Background: an optimization exercise with open tools, aiming at small area. Do not read the settings as production practice. In this exercise RTL edits were held to simulation tests only and were not proved equivalent to the original. Power figures rest on the tool's default switching activity, not on a simulated workload.

==> flow/design.v <==
module Module_HighPassFilter	(	qzt_clk,
					rst,
					clk_in,
					k,
					Vin,
					Vout);
input		qzt_clk;
input		rst;
input		clk_in;
input	[3:0]	k;
input	[19:0]	Vin;
output	[19:0]	Vout;
reg	[19:0]	Vout;
reg	[19:0]	tmp;
reg	[19:0]	old;
reg		clk_in_old;
always @(posedge qzt_clk) begin
	if (rst) begin
		Vout <= 0;
		tmp <= 0;
		old <= 0;
		clk_in_old <= 0;
	end else begin
		if (clk_in & !clk_in_old) begin
			tmp<=Vin + ~ (Vin[19]? ({25'b1111111111111111111111111,Vin}>>(k+1)): Vin>>(k+1)) + 1;
			Vout<= old + Vin + ~ (Vin[19]? ({25'b1111111111111111111111111,Vin}>>(k+1)): Vin>>(k+1)) + 1 + ~tmp+1;  
			old<= Vout + ~ (Vout[19]? ({25'b1111111111111111111111111,Vout}>>(k)): Vout>>(k)) + 1;                   
		end
		clk_in_old <= clk_in;
	end
end  
endmodule
module Module_LowPassFilter	(	qzt_clk,
					rst,
					clk_in,
					k,
					Vin,
					Vout);
input		qzt_clk;
input		rst;
input		clk_in;
input	[3:0]	k;
input	[19:0]	Vin;
output	[19:0]	Vout;
reg	[19:0]	Vout;
reg	[19:0]	tmp;
reg	[19:0]	old;
reg		clk_in_old;
always @(posedge qzt_clk) begin
	if (rst) begin
		Vout <= 0;
		tmp <= 0;
		old <= 0;
		clk_in_old <= 0;
	end else begin
		if (clk_in & !clk_in_old) begin
			tmp<=Vin[19]? ({25'b1111111111111111111111111,Vin}>>(k+1)): Vin>>(k+1);
			Vout<= old + tmp; 
			old<= Vout + ~(Vout[19]? ({25'b1111111111111111111111111,Vout}>>(k)): Vout>>(k))+1+ tmp; 
		end
		clk_in_old <= clk_in;
	end
end  
endmodule
module Comparing	(	qzt_clk,
					rst,
					Vin,
					Thr,
					overthr);
input		qzt_clk;
input		rst;
input	[19:0]	Vin;
input	[19:0]	Thr;  
output	overthr;
reg	overthr;
always @(posedge qzt_clk) begin
	if (rst)
		overthr <= 0;
	else
		overthr <= (Vin>Thr)? 1 : 0;
end
endmodule
module	Module_Counter_8_bit	(	clk_in,
					rst,
					limit,
					out,
					carry);
input		clk_in;
input		rst;
input	[7:0]	limit;
output	[7:0]	out;
output		carry;
reg	[7:0]	out;
reg		carry;
always @(posedge clk_in) begin
	if (rst) begin
		out <= 0;
		carry <= 0;
	end else if (out >= (limit - 8'b00000001)) begin
		out <= 0;
		carry <= 1;
	end else if (out == 0) begin
		out <= 1;
		carry <= 0;
	end else
		out <= out + 1;
end
endmodule
module	Module_FrequencyDivider	(	clk_in,
					rst,
					period,
					clk_out);
input		clk_in;
input		rst;
input	[29:0]	period;
output		clk_out;
reg		clk_out;
reg	[29:0]	counter;
always @(posedge clk_in) begin
	if (rst) begin
		counter <= 0;
		clk_out <= 0;
	end else if (counter >= (period - 1)) begin
		counter <= 0;
		clk_out <= ~clk_out;
	end else
		counter <= counter + 1;
end
endmodule
module	Module_SynchroCounter_8_bit_SR	(	qzt_clk,
						rst,
						clk_in,
						set,
						reset,
						presetValue,
						limit,
						out,
						carry);
input		qzt_clk;
input		rst;
input		clk_in;
input		set;
input		reset;
input	[7:0]	presetValue;
input	[7:0]	limit;
output	[7:0]	out;
output		carry;
reg	[7:0]	out;
reg		carry;
reg		clk_in_old;
always @(posedge qzt_clk) begin
	if (rst) begin
		out <= 0;
		carry <= 0;
	end else if (reset) begin
		out <= 0;
		carry <= 0;
	end else if (set) begin
		out <= presetValue;
		carry <= 0;
	end else if (!clk_in_old & clk_in) begin
		if (out >= (limit - 8'b00000001)) begin
			out <= 0;
			carry <= 1;
		end else if (out == 0) begin
			out <= 1;
			carry <= 0;
		end else
			out <= out + 1;
	end
	if (rst)
		clk_in_old <= 0;
	else
		clk_in_old <= clk_in;
end
endmodule
module Module_Monostable	(	clk_in,
					rst,
					monostable_input,
					N,
					monostable_output);
input		clk_in;
input		rst;
input		monostable_input;
input	[27:0]	N;
output		monostable_output;
reg		monostable_output;
reg		monostable_input_old;
reg 	[27:0]	counter;
always @(posedge clk_in) begin
	if (rst) begin
		counter <= 0;
		monostable_output <= 0;
		monostable_input_old <= 0;
	end else begin
		if (counter == 0) begin
			if (!monostable_input_old & monostable_input) begin
				counter <=((N)? N : 28'b111101000010010000) - 1;
				monostable_output <= 1;
			end else
				monostable_output <= 0;
		end else
			counter <= counter - 1;
		monostable_input_old <= monostable_input;
	end
end	
endmodule
module Module_ToggleFlipFlop	(	clk_in,
					rst,
					ff_input,
					ff_output);
input		clk_in;
input		rst;
input		ff_input;
output		ff_output;
reg		ff_output;
reg		ff_input_previous;
always @(posedge clk_in) begin
	if (rst) begin
		ff_output <= 0;
		ff_input_previous <= 0;
	end else begin
		if (!ff_input_previous & ff_input) begin
			ff_output <= ~ff_output;
		end
		ff_input_previous <= ff_input;
	end
end	
endmodule
module Module_Buffer_16bit_sync	(	qtz_clk,
					rst,
					clk_in,
					buff_input,
					buff_output);
input		qtz_clk;
input		rst;
input		clk_in;
input		[15:0] buff_input;
output	[15:0] buff_output;
reg		[15:0] buff_output;
reg		old_clk; 
always @(posedge qtz_clk) begin
	if (rst) begin
		buff_output <= 0;
		old_clk <= 0;
	end else begin
		if (!old_clk & clk_in) begin
			buff_output <= buff_input;
		end
		old_clk<=clk_in;
	end
end	
endmodule
module Module_HR_Detection (qzt_clk,
					rst,
					clk_in,
					counter,
					HR);
input		qzt_clk;
input		rst;
input		clk_in; 
input		[15:0] counter;  
output	[15:0] HR;  
reg	[15:0]	HR;
reg	[15:0]	Q;
reg	[15:0]   minute;
reg   count_flag;
reg	old_clk_in;
reg	[15:0]	HR_n;
reg	[15:0]	Q_n;
reg	[15:0]	minute_n;
reg	count_flag_n;
always @ (posedge qzt_clk) begin
if (rst) begin
	HR <= 0;
	Q <= 0;
	minute <= 0;
	count_flag <= 0;
	old_clk_in <= 0;
end else begin
	HR_n = HR;
	Q_n = Q;
	minute_n = minute;
	count_flag_n = count_flag;
	if(clk_in & !old_clk_in) begin 
		count_flag_n=1;
		Q_n=0;
		minute_n = 16'b1110101001100000;
	end
	if (count_flag_n) begin
		if(minute_n<counter) begin
		count_flag_n=0 ;
		HR_n=Q_n;
		end else begin
		minute_n = minute_n + ~counter +1;
		Q_n=Q_n+1;
		end
	end
	HR <= HR_n;
	Q <= Q_n;
	minute <= minute_n;
	count_flag <= count_flag_n;
	old_clk_in <=clk_in;
end
end
endmodule
 module bin2bcd_8_bit(
    bin,
     bcd
    );
    input [7:0] bin;
    output [11:0] bcd;
    reg [11 : 0] bcd; 
     reg [3:0] i;   
     always @(bin)
        begin
            bcd = 0;  
            for (i = 0; i < 8; i = i+1)  
            begin
                bcd = {bcd[10:0],bin[7-i]};  
                if(i < 7 && bcd[3:0] > 4) 
                    bcd[3:0] = bcd[3:0] + 3;
                if(i < 7 && bcd[7:4] > 4)
                    bcd[7:4] = bcd[7:4] + 3;
                if(i < 7 && bcd[11:8] > 4)
                    bcd[11:8] = bcd[11:8] + 3;  
            end
        end     
endmodule
module ecg_hr	(	clk,
				rst,
				sample_clk,
				adc_va,
				adc_vb,
				spi_sck,
				dac_a,
				beat,
				led,
				hr_bcd);
input		clk;
input		rst;
input		sample_clk;
input	[13:0]	adc_va;
input	[13:0]	adc_vb;
output		spi_sck;
output	[11:0]	dac_a;
output		beat;
output	[7:0]	led;
output	[11:0]	hr_bcd;
wire 		overthr;
wire 		monover;
wire 		beat_period;
wire 		clk_un_k;
wire 		c_counter_1;
wire		[13:0]	wb_Va;
wire		[13:0]	wb_Vb;
wire		[19:0]	wb_V_HPF;
wire		[19:0]	wb_Va_filtered;
wire		[15:0]   period_count;
wire		[15:0]   b_period;
wire		[15:0]   HR_to_conv;
wire		[11:0]   HR_show;
assign wb_Va = adc_va;
assign wb_Vb = adc_vb;
Module_Counter_8_bit	SPI_SCK_generator	(	.clk_in(clk),
							.rst(rst),
							.limit(8'd10),
							.carry(spi_sck));
Module_HighPassFilter	HPF		(	.qzt_clk(clk),
						.rst(rst),
						.clk_in(sample_clk),
						.k(4'b1011),
						.Vin({wb_Va,6'b000000}),
						.Vout(wb_V_HPF));
Module_LowPassFilter	LPF		(	.qzt_clk(clk),
						.rst(rst),
						.clk_in(sample_clk),
						.k(4'b1000),
						.Vin(wb_V_HPF),
						.Vout(wb_Va_filtered));
Comparing overt   (	.qzt_clk(clk),
					.rst(rst),
					.Vin({!wb_Va_filtered[19],wb_Va_filtered[18:0]}),
					.Thr({!wb_Vb[13], wb_Vb[12:0], 6'b000000}),
					.overthr(overthr));
Module_Monostable  monov (	.clk_in(clk),
					.rst(rst),
					.monostable_input(overthr),
					.N(28'd5000),
					.monostable_output(monover));
Module_ToggleFlipFlop beat_toggle	(	.clk_in(clk),
					.rst(rst),
					.ff_input(monover),
					.ff_output(beat_period));
Module_FrequencyDivider Clock_1kHz	(	.clk_in(clk),
					.rst(rst),
					.period({2'b00, 28'd25}),
					.clk_out(clk_un_k));
Module_SynchroCounter_8_bit_SR counter_1 	(	.qzt_clk(clk),
						.rst(rst),
						.clk_in(clk_un_k & beat_period),
						.set(1'b0),
						.reset(!monover & !beat_period),
						.presetValue(8'd0),
						.limit(8'd0),
						.out(period_count[7:0]),
						.carry(c_counter_1));
Module_SynchroCounter_8_bit_SR counter_2 	(	.qzt_clk(clk),
						.rst(rst),
						.clk_in(c_counter_1),
						.set(1'b0),
						.reset(!monover & !beat_period),
						.presetValue(8'd0),
						.limit(8'd0),
						.out(period_count[15:8]));
assign led = period_count[9:2];
Module_Buffer_16bit_sync display_buff	(	.qtz_clk(clk),
					.rst(rst),
					.clk_in(!beat_period),
					.buff_input(period_count),
					.buff_output(b_period));
Module_HR_Detection frequency (.qzt_clk(clk),
					.rst(rst),
					.clk_in(!beat_period),
					.counter(b_period),
					.HR(HR_to_conv));
bin2bcd_8_bit decimal_conv(						.bin(HR_to_conv[7:0]),
						.bcd(HR_show));
assign hr_bcd = HR_show;
assign beat = monover;
assign dac_a = {!wb_Va_filtered[19], wb_Va_filtered[18:8]};
endmodule
==> flow/run.sh <==
#!/bin/bash
# synth_recipe.tcl (not shown) runs the flow's synth.tcl, then flattens the netlist and writes it again
# the make line also repeats each setting of config.mk as NAME=value (left out here)
make -C /OpenROAD-flow-scripts/flow DESIGN_CONFIG=/design/flow/config.mk WORK_HOME=/design/flow/orfs CLKGATE_MAP_FILE= SYNTH_SCRIPT=/design/flow/synth_recipe.tcl finish
==> flow/config.mk <==
export PLATFORM = sky130hd
export DESIGN_NAME = ecg_hr
export DESIGN_NICKNAME = ecg_hr
export VERILOG_FILES = /design/flow/design.v
export SDC_FILE = /design/flow/constraint.sdc
export NUM_CORES = 4
export LEC_CHECK = 0
export CAP_MARGIN = 20
export CORE_MARGIN = 2
export CORE_UTILIZATION = 40
export SLEW_MARGIN = 20
==> flow/constraint.sdc <==
create_clock -name core_clock -period 10.0 [get_ports {clk}]
set_input_delay 2.0000 -clock core_clock [delete_from_list [all_inputs] [get_ports {clk}]]
set_output_delay 2.0000 -clock core_clock [all_outputs]
set_load 0.01 [all_outputs]
==> flow_summary_export.csv <==
group,metric,value,unit
placement,dp_hpwl,27930,µm
drt,routed_wl,38930,µm
cells_and_area,final_nets,2323,
drt,routedWlPerCell,14.66,µm
setup_path,reg2reg_from,"beat_toggle.ff_output",
min_path,holdPathStages,2,
floorplan,die_w,209.0,µm
sta,fmax,131.0,MHz
grt,grt_max_degree,88,
floorplan,die_y,209.0,µm
clocking,htreeDepth,1,
cells_and_area,layout_common_cells,"254 x dfxtp_1, 239 x nand2_1, 212 x inv_1, 195 x a21oi_1, 145 x nor2_1",
logic_synthesis,netlist_instances,2051,
grt,grt.total_usage,17.82,%
logic_synthesis,avgSynthCellArea,8.192,µm²
setup_path,crit_start,"frequency.HR[5]",
pwr,pwr-share-clk,23.8,%
cells_and_area,fin_cells,2655,
run_status,status,"no timing/DRC/antenna violations",
sta,slew_viol_final,0,
pwr,switching_share,39.95,%
cells_and_area,area_delta_synth_final,12.58,%
logic_synthesis,ys_types,90,
pwr,peakVddDrop,205.9,µV
clocking,clock-sinks,254,
pwr,comb_power_share,48.8,%
min_path,hp-class,"flip-flop to flip-flop",
cells_and_area,final_util,45.40,%
drt,ant_nets,0,
sta,setup_violations,0,
pwr,p_leak,7.717,nW
clocking,cts_root_buf,"clkbuf_16",
logic_synthesis,yosys-top-cells-area,"dfxtp_1 30%, ha_1 11%, fa_1 6.6%",
drt,drc,0,
clocking,cts_tree,"yes",
min_path,min_from,"HPF.tmp[14]",
sta,rsz0062_at_grt,"no",
logic_synthesis,synth-async-reset-ratio,0,%
placement,gp_congestion,0.8692,
setup_path,r2r_slack,5.86,ns
drt,drt-pass1-iter-count,5,
logic_synthesis,synth_edf_count,0,
cells_and_area,drive_gt1_share,5.057,%
clocking,cts_resized,0,
sta,timing.final.hold_violations,0,
drt,via_count,13982,
sta,finalSetupTns,0,ns
setup_path,worst-setup-path-type,"flip-flop to primary output",
clocking,cts_hold_buf,0,
setup_path,startpoint_type,"flip-flop",
logic_synthesis,synth.cell_area,16800,µm²
job,max-cap-violations,0,
cells_and_area,fillCellCount,4196,
pwr,internal_power,2.994,mW
clocking,cts_buffers,29,
logic_synthesis,yosysWarnings,11,
clocking,insertion_delay,0.56,ns
clocking,postCtsSetupBuffers,0,
grt,grt_pass1_vias,13841,
logic_synthesis,synth_top_area_cell,"dfxtp_1",
sta,fin_crit,7.635,ns
grt,grt_pass1_wl,65740,µm
floorplan,start_util,40.33,%
setup_path,reg2regPathDepth,12,
logic_synthesis,synth_top_area_share,30.26,%
logic_synthesis,synthFlopType,"dfxtp_1",
sta,period_share,76.35,%
logic_synthesis,ys_ff_latch,254,
logic_synthesis,synth_seq_area_share,30.26,%
cells_and_area,insertedDiodeCount,0,
placement,dp.cells,2601,
setup_path,worstReg2RegEnd,"frequency.Q[7]",
grt,antenna_found_initial,0,
pwr,seqPwrFrac,27.4,%
drt,vias_per_cell,5.266,
floorplan,design.core.area,41670,µm²
clocking,clkTransAtPathRegs,0.07,ns
pwr,power_switching,1.992,mW
floorplan,die-area,43660,µm²
setup_path,cp_data_arrival_time,5.63,ns
floorplan,num_rows,75,
sta,slew_headroom,34.82,%
floorplan,io_pins,65,
sta,fin_worst_skew,0.01615,ns
grt,grt_overflow,0,
setup_path,end_kind,"primary output",
pwr,pwr_density_cell,263.6,nW/µm²
min_path,worstHoldEndpoint,"HPF.tmp[14]",
clocking,cts_buffer_depth,3,
placement,port_buffers,62,
drt,drtIter0Drc,621,
setup_path,crit_required,8.00,ns
sta,worst_pin_slew,0.9777,ns
setup_path,worstPathMaxFanout,15,
cells_and_area,final_common_cell,"dfxtp_1",
==> worst max path at each step <==
stage / to / slack (ns) / cells past startpoint
detailed placement: hr_bcd[3] / 3.00 / 18
global route: hr_bcd[3] / 1.98 / 18
finish: hr_bcd[3] / 2.37 / 18
global placement: hr_bcd[3] / 3.17 / 18
CTS: hr_bcd[3] / 2.34 / 18
floorplan: hr_bcd[3] / 4.26 / 19
==> cells by family after synthesis <==
kind of cell | Yosys count | synth area share [%]
buffers and inverters | 301 | 7.432
other | 1 | 0.02232
flip-flops | 254 | 30.26
AND/OR/NAND/NOR | 663 | 18.91
adder cells (fa/ha/maj) | 200 | 17.34
AO/OA/AOI/OAI | 511 | 19.51
multiplexers | 10 | 0.6404
XOR/XNOR | 111 | 5.875
==> layout make-up <==
type                    count  area (µm²)  area share, %
inverters                 212       795.8          4.207
clock buffers              34       784.5          4.147
repair buffers             70       681.9          3.605
clock inverters            20       291.5          1.541
flip-flops and latches    254        5085          26.88
multi-input cells        1526       10600          56.05
well taps                 539       674.4          3.565
==> synthesized netlist by cell type, types with 12 or more instances <==
library cell	count
and2_1	21
or3_1	15
fa_1	55
a31oi_1	18
nor2_1	146
nand2b_1	23
nand3_1	41
inv_1	212
and3_1	18
a21o_1	31
buf_4	23
nor3_1	40
o211ai_1	13
a21oi_1	196
clkbuf_1	45
xnor2_1	57
nand2_1	239
or4_1	12
o21ai_0	82
xor2_1	52
dfxtp_1	254
nor4_1	13
o21a_1	25
o31ai_1	17
ha_1	144
nand4_1	24
or2_2	14
nor2b_1	23
a211oi_1	34
==> per-layer routing <==
metal	part of all wire [%]	wire length, µm	GRT usage, %
met5	0	0	0
met4	2.1	799	4.261
met3	2.5	972	2.029
met2	49	19190	32.28
met1	46	17970	22.56
==> worst max-delay path: stages (launching register included) <==
cell,delay [ns]
dfxtp_1,0.42
inv_1,0.10
ha_1,0.24
inv_1,0.07
ha_1,0.31
xor2_2,0.57
a22oi_1,0.17
or3_1,0.33
o311ai_1,0.14
a21o_1,0.20
ha_1,0.32
o211ai_1,0.22
xnor2_2,0.26
ha_1,0.32
inv_1,0.11
or3_2,0.45
a21oi_1,0.14
a221o_1,0.14
clkdlybuf4s50_1,0.55
==> stage by stage <==
step                hold slack [ns]  power (mW)  worst slack, ns  area, µm²
floorplan                    0.4250       3.294            4.259      16920
global placement             0.4387       3.768            3.173      17840
detailed placement           0.4447       3.810            3.005      17840
CTS                          0.4523       5.029            2.344      18920
global route                 0.4752       5.422            1.981      18920
finish                       0.4523       4.986            2.365      18920
==> registers in the layout, summed over array words and instances (netlist names), 8 cells and up <==
register / cells
HPF.old: 20
counter_2.out: 8
frequency.Q: 8
monov.counter: 28
LPF.old: 20
frequency.HR: 8
display_buff.buff_output: 16
HPF.Vout: 20
frequency.minute: 16
LPF.Vout: 20
LPF.tmp: 11
HPF.tmp: 20
counter_1.out: 8
SPI_SCK_generator.out: 8
Clock_1kHz.counter: 30
==> power by group through the flow <==
stage               clock network, mW  logic, mW  registers (mW)
finish                           1.18       2.43            1.37
global route                     1.26       2.77            1.39
CTS                              1.22       2.44            1.37
detailed placement                  0       2.42            1.39
global placement                    0       2.38            1.39
floorplan                           0       1.97            1.33

-- separate check: timing with driven ports --
Ports are ideal in the flow. The routed layout listed here was re-timed in OpenROAD. Step 1 assumes that a clkbuf_16 drives the clock port and a buf_2 every other input. Step 2 moves the port delays by t, midway between the first and last clock arrival at a register: inputs arrive t later, outputs are due t later. That takes back most of the time a late clock gives input paths. a / b / c = ideal ports / drivers / drivers and shift; a / b = the first two.
shift t [ns]: 0.605
slack for setup (ns): 2.365 / 2.313 / 2.917
clock arrival spread, ns: 0.017 / 0.017
worst slew at a driven data input, ns: 0.05
cell pins on the clock port's net: 1
After both steps setup and hold are still met in this run. The setup slack of this run moves by -0.052 ns with the drivers and by +0.552 ns with both steps.
